Background: an optimization exercise with open tools, aiming at small area. Do not read the settings as production practice.
Function was not checked in any run shown here: the RTL went through the layout flow alone.

==> flow/design.v (outline; a module is shown in full before it is edited, if it fits) <==
// module FPExpAdder: 20 lines
// module FPExpDec: 16 lines
// module FloatingPointMultiplier: 1470 lines
// module FullAdder: 4 lines
// module HalfAdder: 4 lines
// module Or2: 3 lines
// module Aoi21: 3 lines
// module Oai21: 3 lines
// module Nand2: 3 lines
// module Nor2: 3 lines
// module Inv: 3 lines
// module Xor2: 3 lines
// module Xnor2: 3 lines
module FloatingPointMultiplier(
	input wire [26 : 0] in_1,
	input wire [26 : 0] in_2,
	input wire clk_pll,
	output wire [26 : 0] out
    );
  // ...
==> flow/run.sh <==
#!/bin/bash
# synth_recipe.tcl (not shown) runs the flow's synth.tcl, then flattens the netlist and writes it again
# the make line also repeats each setting of config.mk as NAME=value (left out here)
make -C /OpenROAD-flow-scripts/flow DESIGN_CONFIG=/design/flow/config.mk WORK_HOME=/design/flow/orfs CLKGATE_MAP_FILE= SYNTH_SCRIPT=/design/flow/synth_recipe.tcl finish
==> flow/config.mk <==
export PLATFORM = sky130hd
export DESIGN_NAME = FloatingPointMultiplier
export DESIGN_NICKNAME = FloatingPointMultiplier
export VERILOG_FILES = /design/flow/design.v
export SDC_FILE = /design/flow/constraint.sdc
export NUM_CORES = 4
export LEC_CHECK = 0
export CAP_MARGIN = 20
export CORE_MARGIN = 2
export CORE_UTILIZATION = 40
export SLEW_MARGIN = 20
export SYNTH_HIERARCHICAL = 1
==> flow/constraint.sdc <==
create_clock -name core_clock -period 6.8 [get_ports {clk_pll}]
set_input_delay 1.3600 -clock core_clock [delete_from_list [all_inputs] [get_ports {clk_pll}]]
set_output_delay 1.3600 -clock core_clock [all_outputs]
set_load 0.01 [all_outputs]
==> reports/metrics.yaml, run 1 <==
via_count: 7204
crit_path_max_fanout: 8
nClkBuffers: 4
startpoint: "in_1[6]"
end_kind: "flop"
synth_async_sr_flop_share_pct: 0
synth_top_area_share_pct: 56.9
grt_pass1_vias: 7758
synth.avg_cell_area_um2: 9.35
hp-start: "in_1[26]"
reg.largest.list: "pipe_nprod (18), pipe_exp (8)"
yosys.area.top_type: "fa_1"
fin_crit_ps: 6590
outcome: "timing/DRC/antenna clean"
grt_use_total_pct: 21.4
routabilityCongestion: 0.958
crit_family: "adder cells"
die_y_um: 158
drcViolationCount: 0
synth_most_common_cell: "nor2_1"
cts.repair.resized: 0
cts_max_level: 1
drv_cap: 0
num-fill-cells: 2204
maxSlewViolCount: 0
required_ps: 6970
synth_compound_area_share_pct: 4.63
multi_input_comb_cells: 813
grt.overflow.total: 0
final-setup-viol-count: 0
ys_ff_latch: 28
synth_area_um2: 9470
hpwl_mm: 22.1
tightest_slew_ps: 569
arrival_ps: 6750
placed_cells: 1417
crit_slowest_cell: "fa_1"
initial_core_util_pct: 40.6
cts_tree: "done"
globalRouteMet3Util_pct: 3.78
synth_fa_ha_area_share_pct: 58.5
==> inputs of run 2 (changes only) <==
--- a/flow/config.mk
+++ b/flow/config.mk
@@ -9,4 +9,5 @@
 export CORE_MARGIN = 2
 export CORE_UTILIZATION = 40
+export GPL_TIMING_DRIVEN = 0
 export SLEW_MARGIN = 20
 export SYNTH_HIERARCHICAL = 1
==> run 2 against run 1 <==
Net effect: utilization up 0.064 points; area after synthesis unchanged; final area up 0.14%; setup slack worse by 1.7 ps; maximum frequency about the same; routed wire length down 6.2%; critical path depth up 3; count of clock-buffer cells in the layout down 1; first-iteration DRC count down 35%; critical endpoint is now pipe_norm; highest routed layer unchanged.
==> reports/metrics.yaml, run 2 <==
outcome: "timing/DRC/antenna clean"  # unchanged
multi_input_area_um2: 8230  # was 8140 µm²
regArea_um2: 561  # unchanged
largest_reg_flops: 18  # unchanged
required_ps: 6960  # was 6970 ps
post_drt_via_cell_ratio: 4.96  # was 5.07
hold_path_class: "input pin to flop"  # unchanged
synth_area_leaders: "fa_1 57%, nor2_1 13%, dfxtp_1 5.9%"  # unchanged
cts_sinks: 28  # unchanged
synth_mux_area_share_pct: 2.97  # unchanged
setup_tns_ps: 0  # unchanged
cts_tree: "done"  # unchanged
arrival_ps: 6750  # about the same
startpoint_type: "input pin"  # unchanged
port_buffers: 78  # unchanged
row_count: 56  # unchanged
root_buffer: "clkbuf_16"  # unchanged
areaGrowthSynthToFinish_pct: 15.9  # was 15.8%
hold_violations: 0  # unchanged
hpwl_mm: 19.9  # was 22.1 mm
maxSlewViolCount: 0  # unchanged
layout_commonest_cell: "nor2_1"  # unchanged
fp.coreArea_um2: 23300  # unchanged
die_y_um: 158  # unchanged
criticalPathCategory: "input pin to flop"  # unchanged
drv_cap: 0  # unchanged
path_clk_slew_ps: 70  # about the same
via_count: 6982  # was 7204
die_area_um2: 24900  # unchanged
synthCells: 1013  # unchanged
die_w_um: 158  # unchanged
hold_end: "pipe_sign"  # unchanged
wl_per_cell_um: 17.0  # was 17.9 µm
end_kind: "flop"  # unchanged
yosys.area_share.simple_pct: 16.1  # unchanged
fin_crit_ps: 6590  # about the same
ys_dominant_reg_cell: "dfxtp_1"  # unchanged
grt_pass1_vias: 7442  # was 7758
clock_path_buffers: 2  # unchanged
yosys.area.top_type: "fa_1"  # unchanged
ant_nets: 0  # unchanged
fin_nets: 1425  # was 1439
cts_max_level: 1  # unchanged
routed_wl_mm: 23.9  # was 25.5 mm
placed_area_um2: 10600  # was 10900 µm²
hold-path-cell-count: 2  # unchanged
drt_pre_antenna_iters: 5  # was 7
numCtsBuffers: 3  # unchanged
ctsHoldBuffers: 0  # unchanged
drive_above_1_share_pct: 11.3  # was 10.6%
synth_compound_area_share_pct: 4.63  # unchanged
synth-edff-count: 0  # unchanged
num-fill-cells: 2227  # was 2204
ys.warnings.count: 7  # unchanged
period_share_pct: 96.9  # about the same
rsz0062_at_grt: "false"  # unchanged
synth_top_family_by_area: "adder cells"  # unchanged
synth.avg_cell_area_um2: 9.35  # unchanged
ys_top_cells_by_count: "338 x nor2_1, 269 x fa_1, 98 x inv_1"  # unchanged
crit_path_max_fanout: 10  # was 8
grt_use_total_pct: 20.1  # was 21.4%
synth-seq-area-share_pct: 5.92  # unchanged
synth_top_area_share_pct: 56.9  # unchanged
grt_max_degree: 20  # was 21
hp-start: "in_1[26]"  # unchanged
synth_area_um2: 9470  # unchanged
synth_xor_area_share_pct: 3.81  # unchanged
fmax_ghz: 0.152  # about the same
initial_core_util_pct: 40.6  # unchanged
antenna_cells: 0  # unchanged
grt.overflow.total: 0  # unchanged
reg.largest.list: "pipe_nprod (18), pipe_exp (8)"  # unchanged
routabilityCongestion: 0.886  # was 0.958
io_pins: 82  # unchanged
antenna_found_initial: 0  # unchanged
drt_iter0_markers: 322  # was 497
fin_area_um2: 11000  # about the same
drcViolationCount: 0  # unchanged
grt_pass1_wl_mm: 38.5  # was 40.4 mm
ys_ff_latch: 28  # unchanged
final-setup-viol-count: 0  # unchanged
synth_most_common_cell: "nor2_1"  # unchanged
layout_common_cells: "323 x nor2_1, 267 x fa_1, 98 x inv_1, 73 x clkdlybuf4s50_1, 50 x nand2_1"  # was 338 x nor2_1, 269 x fa_1, 98 x inv_1, 80 x buf_4, 78 x clkdlybuf4s50_1
synth_fa_ha_area_share_pct: 58.5  # unchanged
synth_async_sr_flop_share_pct: 0  # unchanged
regMostFlops: "pipe_nprod"  # unchanged
synth_cell_types: 33  # unchanged
## run 2: cell counts after synthesis
Identical to the previous run, type by type.
## run 2: worst max path at each step
| stage | endpoint | start | slack (ps) |
|---|---|---|---|
| finish | pipe_norm | in_1[16] | 210 |
| global route | pipe_norm | in_1[14] | 8 |
| CTS | pipe_norm | in_1[5] | 30 |
| detailed placement | pipe_norm | in_1[5] | -1080 |
| global placement | pipe_norm | in_1[5] | -1070 |
| floorplan | pipe_norm | in_2[15] | 260 |
## run 2: per-module statistics from Yosys (local to each module, per instance)
module                   flip-flops and latches  cells  times used
FloatingPointMultiplier                      28    408           1
FPExpDec                                      0     26           1
FPExpAdder                                    0     18           1
FullAdder                                     0      1         269
HalfAdder                                     0      1          10
Aoi21                                         0      1          25
Xnor2                                         0      1          12
Xor2                                          0      1          24
Oai21                                         0      1          35
Inv                                           0      1          87
Nand2                                         0      1          50
Nor2                                          0      1          49
## run 2: final cells by class
cell class | count | area share [%]
multi-input combinational | 813 | 75.0
clock inverter | 1 | 0.274
sequential | 28 | 5.11
clock buffer | 3 | 0.684
buffer | 59 | 4.05
inverter | 98 | 3.35
timing repair buffer | 86 | 7.89
tap | 319 | 3.64
## run 2: timing repair
item | CTS | global route
setup endpoints to repair | 13 | 15
pin swaps | 3 | 4
gates resized for setup | 13 | 74
setup buffers | 3 | 5
## run 2: worst max-delay path: stages
cell and delay (ps):
clkdlybuf4s50_1 510, inv_1 40, buf_2 170, clkbuf_4 230, nor2_1 140, fa_1 440
fa_1 430, fa_1 510, fa_1 570, fa_1 450, fa_1 520, nor2_1 240
o21ai_1 100, a21oi_2 100, buf_4 150, o21ai_4 70, a21oi_2 180, o21ai_1 100
a21oi_2 140, xor2_2 210, inv_1 60
## run 2: logic make-up after synthesis
kind of cell,after synthesis
AOI/OAI and AO/OA,67
xor gates and xnor gates,39
adders and majority gates,281
buffers and inverters,172
DFF,28
muxes,27
other,1
and+or+nand+nor,398
## run 2: routing by layer
metal  routed length (µm)  track usage (%)
met1                 9740             26.9
met3                 1390             2.57
met2                12400             35.1
met5                    0                0
met4                  365             3.94
## run 2: through the flow
| stage | cells | utilization, % | hold slack (ps) | worst slack (ps) |
|---|---|---|---|---|
| 5_1_grt | 1407 | 47.0 | 1660 | 7.80 |
| 2_1_floorplan | 1013 | - | 1450 | 260 |
| 6_report | 1407 | 47.0 | 1660 | 210 |
| 3_5_place_dp | 1410 | 45.6 | 1940 | -1080 |
| 3_3_place_gp | 1410 | 45.6 | 1930 | -1070 |
| 4_1_cts | 1404 | 46.1 | 1650 | 28.2 |
==> inputs of run 3 (changes only) <==
==> flow/flow/run.sh (new file) <==
#!/bin/bash
# Layout flow: the standard synthesis and layout, with the smallest buffer
# cell for the port buffers instead of the one buffer_ports picks by default.
set -euo pipefail
bash standard.sh synth > synth.log 2>&1
bash standard.sh 'BUFFER_PORTS_ARGS=-buffer_cell sky130_fd_sc_hd__buf_1' finish > layout.log 2>&1
==> flow/standard.sh (new file) <==
#!/bin/bash
# synth_recipe.tcl (not shown) runs the flow's synth.tcl, then flattens the netlist and writes it again
# the make line also repeats each setting of config.mk as NAME=value (left out here)
make -C /OpenROAD-flow-scripts/flow DESIGN_CONFIG=/design/flow/config.mk WORK_HOME=/design/flow/orfs CLKGATE_MAP_FILE= SYNTH_SCRIPT=/design/flow/synth_recipe.tcl "${@:-finish}"
--- a/flow/config.mk
+++ b/flow/config.mk
@@ -9,5 +9,4 @@
 export CORE_MARGIN = 2
 export CORE_UTILIZATION = 40
-export GPL_TIMING_DRIVEN = 0
 export SLEW_MARGIN = 20
 export SYNTH_HIERARCHICAL = 1
removed: flow/run.sh
==> run 3 against run 2 <==
Net effect: non-clock buffer count down 8; final area fell by 6.3%; utilization is 3.0 points lower; die area is the same; count of clock-buffer cells in the layout stayed put; critical endpoint unchanged; first-iteration DRC count grew 6.8%.
==> reports/metrics.yaml, run 3 <==
regArea_um2: 561  # unchanged
synth_async_sr_flop_share_pct: 0  # unchanged
hold_violations: 0  # unchanged
yosys.area.top_type: "fa_1"  # unchanged
synthCells: 1013  # unchanged
synth-seq-area-share_pct: 5.92  # unchanged
root_buffer: "clkbuf_16"  # unchanged
placed_cells: 1395  # was 1410
reg.largest.list: "pipe_nprod (18), pipe_exp (8)"  # unchanged
cts_tree: "done"  # unchanged
grt_pass1_vias: 7741  # was 7442
cts_sinks: 28  # unchanged
drv_cap: 0  # unchanged
rsz0062_at_grt: "false"  # unchanged
drive_above_1_share_pct: 8.71  # was 11.3%
drt_pre_antenna_iters: 5  # unchanged
synth_area_um2: 9470  # unchanged
fp.coreArea_um2: 23300  # unchanged
synth_area_leaders: "fa_1 57%, nor2_1 13%, dfxtp_1 5.9%"  # unchanged
wl_per_cell_um: 17.7  # was 17.0 µm
fmax_ghz: 0.158  # was 0.152 GHz
clock_path_buffers: 2  # unchanged
final-setup-viol-count: 0  # unchanged
ant_nets: 0  # unchanged
cts.repair.resized: 0  # was 13
layout_common_cells: "338 x nor2_1, 269 x fa_1, 98 x inv_1, 78 x buf_1, 59 x buf_4"  # was 323 x nor2_1, 267 x fa_1, 98 x inv_1, 73 x clkdlybuf4s50_1, 50 x nand2_1
grt_max_degree: 21  # was 20
tightest_slew_ps: 584
grt.overflow.total: 0  # unchanged
routabilityCongestion: 0.913  # was 0.886
end_kind: "flop"  # unchanged
setup_tns_ps: 0  # unchanged
ys.warnings.count: 7  # unchanged
die_y_um: 158  # unchanged
synth-edff-count: 0  # unchanged
ys_dominant_reg_cell: "dfxtp_1"  # unchanged
areaGrowthSynthToFinish_pct: 8.60  # was 15.9%
row_count: 56  # unchanged
fin_crit_ps: 6330  # was 6590 ps
criticalPathCategory: "input pin to flop"  # unchanged
crit_path_max_fanout: 11  # was 10
synth.avg_cell_area_um2: 9.35  # unchanged
outcome: "timing/DRC/antenna clean"  # unchanged
ctsHoldBuffers: 0  # unchanged
die_area_um2: 24900  # unchanged
io_pins: 82  # unchanged
synth_top_area_share_pct: 56.9  # unchanged
regMostFlops: "pipe_nprod"  # unchanged
synth_most_common_cell: "nor2_1"  # unchanged
fin_nets: 1417  # was 1425
grt_use_total_pct: 21.1  # was 20.1%
initial_core_util_pct: 40.6  # unchanged
path_clk_slew_ps: 60  # was 70 ps
antenna_cells: 0  # unchanged
layout_commonest_cell: "nor2_1"  # unchanged
num-fill-cells: 2283  # was 2227
required_ps: 6950  # was 6960 ps
multi_input_area_um2: 8140  # was 8230 µm²
relSlewSlack_pct: 61.1
hold_path_class: "input pin to flop"  # unchanged
post_drt_via_cell_ratio: 5.02  # was 4.96
period_share_pct: 93.1  # was 96.9%
synth_cell_types: 33  # unchanged
numCtsBuffers: 3  # unchanged
via_count: 7012  # was 6982
routed_wl_mm: 24.8  # was 23.9 mm
largest_reg_flops: 18  # unchanged
grt_pass1_wl_mm: 40.0  # was 38.5 mm
hold-path-cell-count: 2  # unchanged
hpwl_mm: 21.2  # was 19.9 mm
fin_cells: 1398  # was 1407
drcViolationCount: 0  # unchanged
maxSlewViolCount: 0  # unchanged
cts_setup_buffers: 0  # was 3
ys_top_cells_by_count: "338 x nor2_1, 269 x fa_1, 98 x inv_1"  # unchanged
port_buffers: 78  # unchanged
startpoint_type: "input pin"  # unchanged
cts_max_level: 1  # unchanged
drt_iter0_markers: 344  # was 322
die_w_um: 158  # unchanged
antenna_found_initial: 0  # unchanged
ys_ff_latch: 28  # unchanged
arrival_ps: 6480  # was 6750 ps
-- run 3: cell counts after synthesis --
Identical to the previous run, type by type.
-- run 3: logic make-up (layout without fill, tap and decap cells) --
group                    after synthesis  after routing  share of synthesized area [%]
buffers and inverters                172            238                           8.06
AND/OR/NAND/NOR                      398            398                           16.1
multiplexers                          27             27                           2.97
adder cells (fa/ha/maj)              281            281                           58.5
AO/OA/AOI/OAI                         67             67                           4.63
XOR/XNOR                              39             39                           3.81
other                                  1              1                         0.0396
flip-flops                            28             28                           5.92
-- run 3: layer usage --
metal / vias up / wire length [µm] / GRT usage [%]
met1: 3581 / 9620 / 27.1
met2: 248 / 12700 / 37.1
li1: 3135 / - / -
met3: 48 / 1670 / 2.90
met4: 0 / 830 / 6.41
met5: - / 0 / 0
-- run 3: critical path, cell delays in order --
cell and delay [ps]:
buf_1 250, inv_1 320, nor2_1 250, fa_1 440, fa_1 440, fa_1 450
fa_1 390, fa_1 450, fa_1 380, fa_1 490, nor2_1 200, nor2_1 100
a21oi_2 180, o21ai_1 160, a21oi_2 200, o21ai_1 100, a21oi_2 120, xor2_1 140
inv_1 50
-- run 3: final cells by class --
| class | count | share of cell area (%) |
|---|---|---|
| flip-flops and latches | 28 | 5.45 |
| inverters | 98 | 3.58 |
| clock buffers | 3 | 0.730 |
| well taps | 319 | 3.88 |
| multi-input cells | 813 | 79.2 |
| repair buffers | 137 | 7.16 |
-- run 3: final timing paths --
kind,start,endpoint,slack (ps)
setup / recovery,in_2[3],pipe_norm,470
hold / removal,in_1[26],pipe_sign,1290
-- run 3: through the flow --
stage | hold slack (ps) | cell area, µm² | setup slack [ps] | utilization (%)
2_1_floorplan | 1450 | 9470 | 260 | -
3_3_place_gp | 1560 | 10200 | 231 | 43.7
3_5_place_dp | 1560 | 10200 | 166 | 43.7
4_1_cts | 1290 | 10300 | 424 | 44.1
5_1_grt | 1300 | 10300 | 82.3 | 44.1
6_report | 1290 | 10300 | 472 | 44.1
-- run 3: modules after synthesis (local to each module, per instance), excerpt --
| module | area (µm²) | times used |
|---|---|---|
| Nor2 | 3.75 | 49 |
| FPExpAdder | 155 | 1 |
| Xor2 | 8.76 | 24 |
| Nand2 | 3.75 | 50 |
| Inv | 3.75 | 87 |
| FullAdder | 20.0 | 269 |
| FPExpDec | 180 | 1 |
| HalfAdder | 12.5 | 10 |
| Oai21 | 5.00 | 35 |
| Xnor2 | 8.76 | 12 |
==> inputs of run 4 (changes only) <==
==> flow/flow/run.sh (replaced) <==
#!/bin/bash
# Layout flow: the standard synthesis and layout, with the smallest buffer
# cell for the port buffers, synthesis buffers removed at floorplan and no
# timing-driven buffering during global placement (timing is repaired after CTS).
set -euo pipefail
bash standard.sh synth > synth.log 2>&1
bash standard.sh 'BUFFER_PORTS_ARGS=-buffer_cell sky130_fd_sc_hd__buf_1' REMOVE_ABC_BUFFERS=1 GPL_TIMING_DRIVEN=0 finish > layout.log 2>&1
==> run 4 against run 3 <==
Net effect: via count grew 5.7%; global-route usage is 1.3 points lower; area after synthesis unchanged; routed wire length rose by 2.7%; highest routed layer unchanged.
==> reports/metrics.yaml, run 4 <==
outcome: "timing/DRC/antenna clean"  # unchanged
regMostFlops: "pipe_nprod"  # unchanged
crit_path_max_fanout: 14  # was 11
final-setup-viol-count: 0  # unchanged
crit_chain: "buf_1, clkinvlp_4, nor2_1, fa_1, fa_1, fa_1, fa_1, fa_1, fa_1, ha_1, nand2_1, o21ai_1, a21oi_4, o21ai_4, a21oi_2, o21ai_1, a21oi_2, xor2_1, inv_1"  # was buf_1, inv_1, nor2_1, fa_1, fa_1, fa_1, fa_1, fa_1, fa_1, fa_1, nor2_1, nor2_1, a21oi_2, o21ai_1, a21oi_2, o21ai_1, a21oi_2, xor2_1, inv_1
fin_crit_ps: 6620  # was 6330 ps
root_buffer: "clkbuf_16"  # unchanged
ys.warnings.count: 7  # unchanged
via_count: 7411  # was 7012
clock_path_buffers: 2  # unchanged
grt_max_degree: 21  # unchanged
synth_area_leaders: "fa_1 57%, nor2_1 13%, dfxtp_1 5.9%"  # unchanged
areaGrowthSynthToFinish_pct: 15.8  # was 8.60%
numCtsBuffers: 3  # unchanged
grt_pass1_wl_mm: 37.9  # was 40.0 mm
criticalPathCategory: "input pin to flop"  # unchanged
pre_cts_ws_ps: -745  # was 166 ps
drcViolationCount: 0  # unchanged
path_clk_slew_ps: 70  # was 60 ps
synth.avg_cell_area_um2: 9.35  # unchanged
routabilityCongestion: 0.837  # was 0.913
synth_area_um2: 9470  # unchanged
num-fill-cells: 2239  # was 2283
antenna_cells: 0  # unchanged
synth_cell_types: 33  # unchanged
crit_buf_inv: 3  # unchanged
yosys.area.top_type: "fa_1"  # unchanged
period_share_pct: 97.4  # was 93.1%
fin_cells: 1450  # was 1398
startpoint_type: "input pin"  # unchanged
slowest_delay_ps: 520  # was 490 ps
port_buffers: 78  # unchanged
die_y_um: 158  # unchanged
cp.depth: 19  # unchanged
reg.largest.list: "pipe_nprod (18), pipe_exp (8)"  # unchanged
die_w_um: 158  # unchanged
startpoint: "in_1[13]"  # was in_2[3]
fmax_ghz: 0.151  # was 0.158 GHz
ys_dominant_reg_cell: "dfxtp_1"  # unchanged
hpwl_mm: 18.4  # was 21.2 mm
ys_ff_latch: 28  # unchanged
placed_area_um2: 9760  # was 10200 µm²
synth_top_area_share_pct: 56.9  # unchanged
cts_max_level: 1  # unchanged
ant_nets: 0  # unchanged
crit_top_cell: "fa_1"  # unchanged
grt_pass1_vias: 7281  # was 7741
layout_commonest_cell: "nor2_1"  # unchanged
fin_nets: 1468  # was 1417
end_kind: "flop"  # unchanged
ctsHoldBuffers: 0  # unchanged
placed_cells: 1336  # was 1395
crit_family: "adder cells"  # unchanged
hold_path_class: "input pin to flop"  # unchanged
whs_ps: 1280  # was 1290 ps
tightest_slew_ps: 707  # was 584 ps
drv_cap: 0  # unchanged
required_ps: 6960  # was 6950 ps
largest_reg_flops: 18  # unchanged
ys_top_cells_by_count: "338 x nor2_1, 269 x fa_1, 98 x inv_1"  # unchanged
drt_pre_antenna_iters: 5  # unchanged
hold-path-cell-count: 2  # unchanged
timing.final.ws_setup_ps: 177  # was 472 ps
grt.overflow.total: 0  # unchanged
synth_async_sr_flop_share_pct: 0  # unchanged
relSlewSlack_pct: 52.8  # was 61.1%
fin_util_pct: 47.0  # was 44.1%
hp-start: "in_1[26]"  # unchanged
multi_input_area_um2: 8180  # was 8140 µm²
post_drt_via_cell_ratio: 5.11  # was 5.02
fin_area_um2: 11000  # was 10300 µm²
layout_common_cells: "337 x nor2_1, 269 x fa_1, 96 x buf_4, 73 x buf_1, 65 x inv_1"  # was 338 x nor2_1, 269 x fa_1, 98 x inv_1, 78 x buf_1, 59 x buf_4
cts_tree: "done"  # unchanged
row_count: 56  # unchanged
drt_iter0_markers: 509  # was 344
synth_most_common_cell: "nor2_1"  # unchanged
routed_wl_mm: 25.5  # was 24.8 mm
initial_core_util_pct: 40.6  # unchanged
antenna_found_initial: 0  # unchanged
grt_use_total_pct: 19.8  # was 21.1%
fp.coreArea_um2: 23300  # unchanged
regArea_um2: 562  # was 561 µm²
setup_tns_ps: 0  # unchanged
crit_slowest_cell: "fa_1"  # unchanged
synthCells: 1013  # unchanged
cts_sinks: 28  # unchanged
io_pins: 82  # unchanged
arrival_ps: 6780  # was 6480 ps
synth-edff-count: 0  # unchanged
wl_per_cell_um: 17.6  # was 17.7 µm
maxSlewViolCount: 0  # unchanged
hold_violations: 0  # unchanged
synth-seq-area-share_pct: 5.92  # unchanged
drive_above_1_share_pct: 16.5  # was 8.71%
die_area_um2: 24900  # unchanged
==> run 4: cell counts after synthesis <==
No cell type changed its count.
==> run 4: logic make-up (layout without fill, tap and decap cells) <==
kind of cell	count (synthesis)	count (layout)	synth area share [%]
and+or+nand+nor	398	398	16.1
AOI/OAI and AO/OA	67	67	4.63
xor gates and xnor gates	39	39	3.81
DFF	28	28	5.92
muxes	27	27	2.97
buffers and inverters	172	290	8.06
adders and majority gates	281	281	58.5
other	1	1	0.0396
==> run 4: cell type report <==
cell class	count	area share, %
flip-flops and latches	28	5.13
clock buffers	3	0.685
multi-input cells	813	74.6
repair inverters	5	0.228
repair buffers	183	10.9
clock inverters	1	0.274
inverters	98	4.49
well taps	319	3.64
==> run 4: final timing paths <==
kind,end
worst min-delay path,pipe_sign
worst max-delay path,pipe_norm
==> run 4: per-module statistics from Yosys, one instance, submodules excluded, a selection <==
module	flip-flops and latches	cells inside	times used
Aoi21	0	1	25
FPExpDec	0	26	1
FloatingPointMultiplier	28	408	1
FullAdder	0	1	269
Nand2	0	1	50
Xor2	0	1	24
==> run 4: layer usage <==
layer	part of all wire, %	wire, µm	up-vias	track usage, %
met2	51	13000	349	34.5
li1	-	-	3235	-
met3	8.0	2040	47	3.07
met1	39	9890	3780	26.7
met4	2.0	516	0	3.33
met5	0	0	-	0
==> run 4: repair_timing <==
| item | CTS | global route |
|---|---|---|
| endpoints found under the setup margin | 11 | 18 |
| resized for setup | 4 | 40 |
| pin swaps | 0 | 0 |
| cloned | 0 | 5 |
| buffers inserted | 0 | 105 |
==> inputs of run 5 (changes only) <==
==> flow/flow/run.sh (replaced) <==
#!/bin/bash
# Layout flow: the standard synthesis and layout, with the smallest buffer
# cell for the port buffers, synthesis buffers removed at floorplan, no
# timing-driven buffering during global placement, and cells on paths with
# slack sized down after global routing.
set -euo pipefail
bash standard.sh synth > synth.log 2>&1
bash standard.sh 'BUFFER_PORTS_ARGS=-buffer_cell sky130_fd_sc_hd__buf_1' REMOVE_ABC_BUFFERS=1 GPL_TIMING_DRIVEN=0 RECOVER_POWER=100 finish > layout.log 2>&1
==> run 5 against run 4 <==
Net effect: still clean; final area is 0.35% lower; non-clock buffer count stayed put; setup slack better by 5.4 ps; via count hardly changed; first-iteration DRC count is 1.4% lower; utilization is 0.17 points lower; critical endpoint unchanged.
==> reports/metrics.yaml, run 5 <==
outcome: "timing/DRC/antenna clean"  # unchanged
grt_max_degree: 21  # unchanged
fin_crit_ps: 6620  # about the same
synth_cell_types: 33  # unchanged
antenna_found_initial: 0  # unchanged
wl_per_cell_um: 17.6  # about the same
drt_pre_antenna_iters: 5  # unchanged
ant_nets: 0  # unchanged
reg.largest.list: "pipe_nprod (18), pipe_exp (8)"  # unchanged
root_buffer: "clkbuf_16"  # unchanged
synth-edff-count: 0  # unchanged
end_kind: "flop"  # unchanged
cts_tree: "done"  # unchanged
regMostFlops: "pipe_nprod"  # unchanged
relSlewSlack_pct: 30.5  # was 52.8%
drive_above_1_share_pct: 15.9  # was 16.5%
ys.warnings.count: 7  # unchanged
hold_violations: 0  # unchanged
cts_sinks: 28  # unchanged
yosys.area.top_type: "fa_1"  # unchanged
synth.avg_cell_area_um2: 9.35  # unchanged
synth_async_sr_flop_share_pct: 0  # unchanged
slowest_delay_ps: 520  # about the same
cts_max_level: 1  # unchanged
crit_top_cell: "fa_1"  # unchanged
post_drt_via_cell_ratio: 5.12  # was 5.11
required_ps: 6960  # about the same
multi_input_area_um2: 8140  # was 8180 µm²
num-fill-cells: 2241  # was 2239
regArea_um2: 561  # was 562 µm²
grt.overflow.total: 0  # unchanged
grt_pass1_wl_mm: 37.9  # unchanged
synth_top_area_share_pct: 56.9  # unchanged
period_share_pct: 97.3  # was 97.4%
synthCells: 1013  # unchanged
criticalPathCategory: "input pin to flop"  # unchanged
maxSlewViolCount: 0  # unchanged
crit_slowest_cell: "fa_1"  # unchanged
ys_ff_latch: 28  # unchanged
clock_path_buffers: 2  # unchanged
synth_area_um2: 9470  # unchanged
die_y_um: 158  # unchanged
placed_cells: 1336  # unchanged
fin_nets: 1468  # unchanged
crit_path_max_fanout: 14  # unchanged
fp.coreArea_um2: 23300  # unchanged
synth-seq-area-share_pct: 5.92  # unchanged
drcViolationCount: 0  # unchanged
routed_wl_mm: 25.5  # about the same
routabilityCongestion: 0.837  # unchanged
crit_chain: "buf_1, clkinvlp_4, nor2_1, fa_1, fa_1, fa_1, fa_1, fa_1, fa_1, ha_1, nand2_1, o21ai_1, a21oi_4, o21ai_4, a21oi_2, o21ai_1, a21oi_2, xor2_1, inv_1"  # unchanged
drt_iter0_markers: 502  # was 509
grt_use_total_pct: 19.8  # unchanged
timing.final.ws_setup_ps: 183  # was 177 ps
synth_most_common_cell: "nor2_1"  # unchanged
largest_reg_flops: 18  # unchanged
hold_path_class: "input pin to flop"  # unchanged
arrival_ps: 6780  # about the same
synth_area_leaders: "fa_1 57%, nor2_1 13%, dfxtp_1 5.9%"  # unchanged
layout_common_cells: "337 x nor2_1, 269 x fa_1, 95 x buf_4, 72 x buf_1, 65 x inv_1"  # was 337 x nor2_1, 269 x fa_1, 96 x buf_4, 73 x buf_1, 65 x inv_1
ys_top_cells_by_count: "338 x nor2_1, 269 x fa_1, 98 x inv_1"  # unchanged
antenna_cells: 0  # unchanged
io_pins: 82  # unchanged
die_area_um2: 24900  # unchanged
layout_commonest_cell: "nor2_1"  # unchanged
hpwl_mm: 18.4  # unchanged
ys_dominant_reg_cell: "dfxtp_1"  # unchanged
via_count: 7417  # was 7411
die_w_um: 158  # unchanged
drv_cap: 0  # unchanged
pre_cts_ws_ps: -745  # unchanged
ctsHoldBuffers: 0  # unchanged
final-setup-viol-count: 0  # unchanged
numCtsBuffers: 3  # unchanged
grt_pass1_vias: 7281  # unchanged
startpoint_type: "input pin"  # unchanged
areaGrowthSynthToFinish_pct: 15.4  # was 15.8%
fin_cells: 1450  # unchanged
tightest_slew_ps: 1040  # was 707 ps
path_clk_slew_ps: 70  # about the same
row_count: 56  # unchanged
port_buffers: 78  # unchanged
fmax_ghz: 0.151  # about the same
initial_core_util_pct: 40.6  # unchanged
-- run 5: cell counts after synthesis --
No cell type changed its count.
-- run 5: per-module statistics from Yosys, one instance, submodules excluded --
module / cells inside / flops+latches
FullAdder: 1 / 0
Aoi21: 1 / 0
Xnor2: 1 / 0
FloatingPointMultiplier: 408 / 28
FPExpAdder: 18 / 0
Inv: 1 / 0
Nor2: 1 / 0
Oai21: 1 / 0
FPExpDec: 26 / 0
HalfAdder: 1 / 0
Xor2: 1 / 0
Nand2: 1 / 0
-- run 5: final cells by class --
type | instances | area share [%]
multi-input combinational | 813 | 74.6
timing repair buffer | 183 | 11.0
sequential | 28 | 5.13
inverter | 98 | 4.50
tap | 319 | 3.65
clock buffer | 3 | 0.687
clock inverter | 1 | 0.275
timing repair inverter | 5 | 0.229
-- run 5: stage by stage --
stage / utilization (%) / hold slack, ps / area (µm²) / TNS (ps)
floorplan: - / 1450 / 9070 / 0
global placement: 41.8 / 1550 / 9760 / -5850
detailed placement: 41.8 / 1560 / 9760 / -6710
CTS: 42.4 / 1280 / 9890 / 0
global route: 46.8 / 1280 / 10900 / -76.0
finish: 46.8 / 1290 / 10900 / 0
-- run 5: timing repair --
item | 4_1_cts | 5_1_grt
setup endpoints to repair | 11 | 18
setup buffers | 0 | 105
resized for setup | 4 | 40
cloned | 0 | 5
hold endpoints to repair | 0 | 0
-- run 5: worst paths after layout --
check | start | endpoint | cells after the start
worst min-delay path | in_1[26] | pipe_sign | 2
worst max-delay path | in_1[13] | pipe_norm | 19
-- run 5: logic make-up after synthesis --
family	Yosys count	synth area share [%]
buf+inv	172	8.06
other cells	1	0.0396
xor+xnor	39	3.81
fa+ha+maj	281	58.5
mux	27	2.97
simple gates	398	16.1
flops	28	5.92
compound gates	67	4.63
-- run 5: worst max-delay path, delay by kind of cell --
family,cells,cell delay [ps]
AND/OR/NAND/NOR,2,340
XOR/XNOR,1,140
adder cells (fa/ha/maj),7,3070
buffers and inverters,3,580
AO/OA/AOI/OAI,6,1260
-- run 5: layer usage --
metal	up-vias	track usage [%]	share of wire, %
met4	0	3.33	2.3
met3	52	3.07	8.0
met5	-	0	0
met1	3786	26.7	39
li1	3236	-	-
met2	343	34.5	51

## what the ideal ports hide
No port has a modelled driver above. Below, the same layouts with a new extraction and two added sets of constraints.
Step 1 sets driving cells, clkbuf_16 on the clock port and buf_2 on the other inputs (assumed; they add their load-dependent delay and slew).
Step 2 moves the port delays by t, midway between the first and last clock arrival at a register: inputs arrive t later, outputs are due t later. That takes back most of the time a late clock gives input paths.
Slacks: ideal / step 1 / step 2; pairs: ideal / step 1.
run | t, ns | setup WS [ns] | worst register clock-pin slew, ns
run 1 | 0.289 | 0.212 / 0.222 / -0.067 | 0.07 / 0.07
run 2 | 0.297 | 0.210 / 0.219 / -0.078 | 0.07 / 0.07
run 3 | 0.281 | 0.472 / 0.463 / 0.181 | 0.06 / 0.06
run 4 | 0.293 | 0.177 / 0.186 / -0.107 | 0.07 / 0.07
run 5 | 0.294 | 0.183 / 0.192 / -0.102 | 0.07 / 0.07
Met with ideal ports but missed after step 2: setup timing in run 1, run 2, run 4 and run 5. For run 3, which loses most, drivers alone change the setup slack by -0.009 ns; drivers and shift together by -0.291 ns.
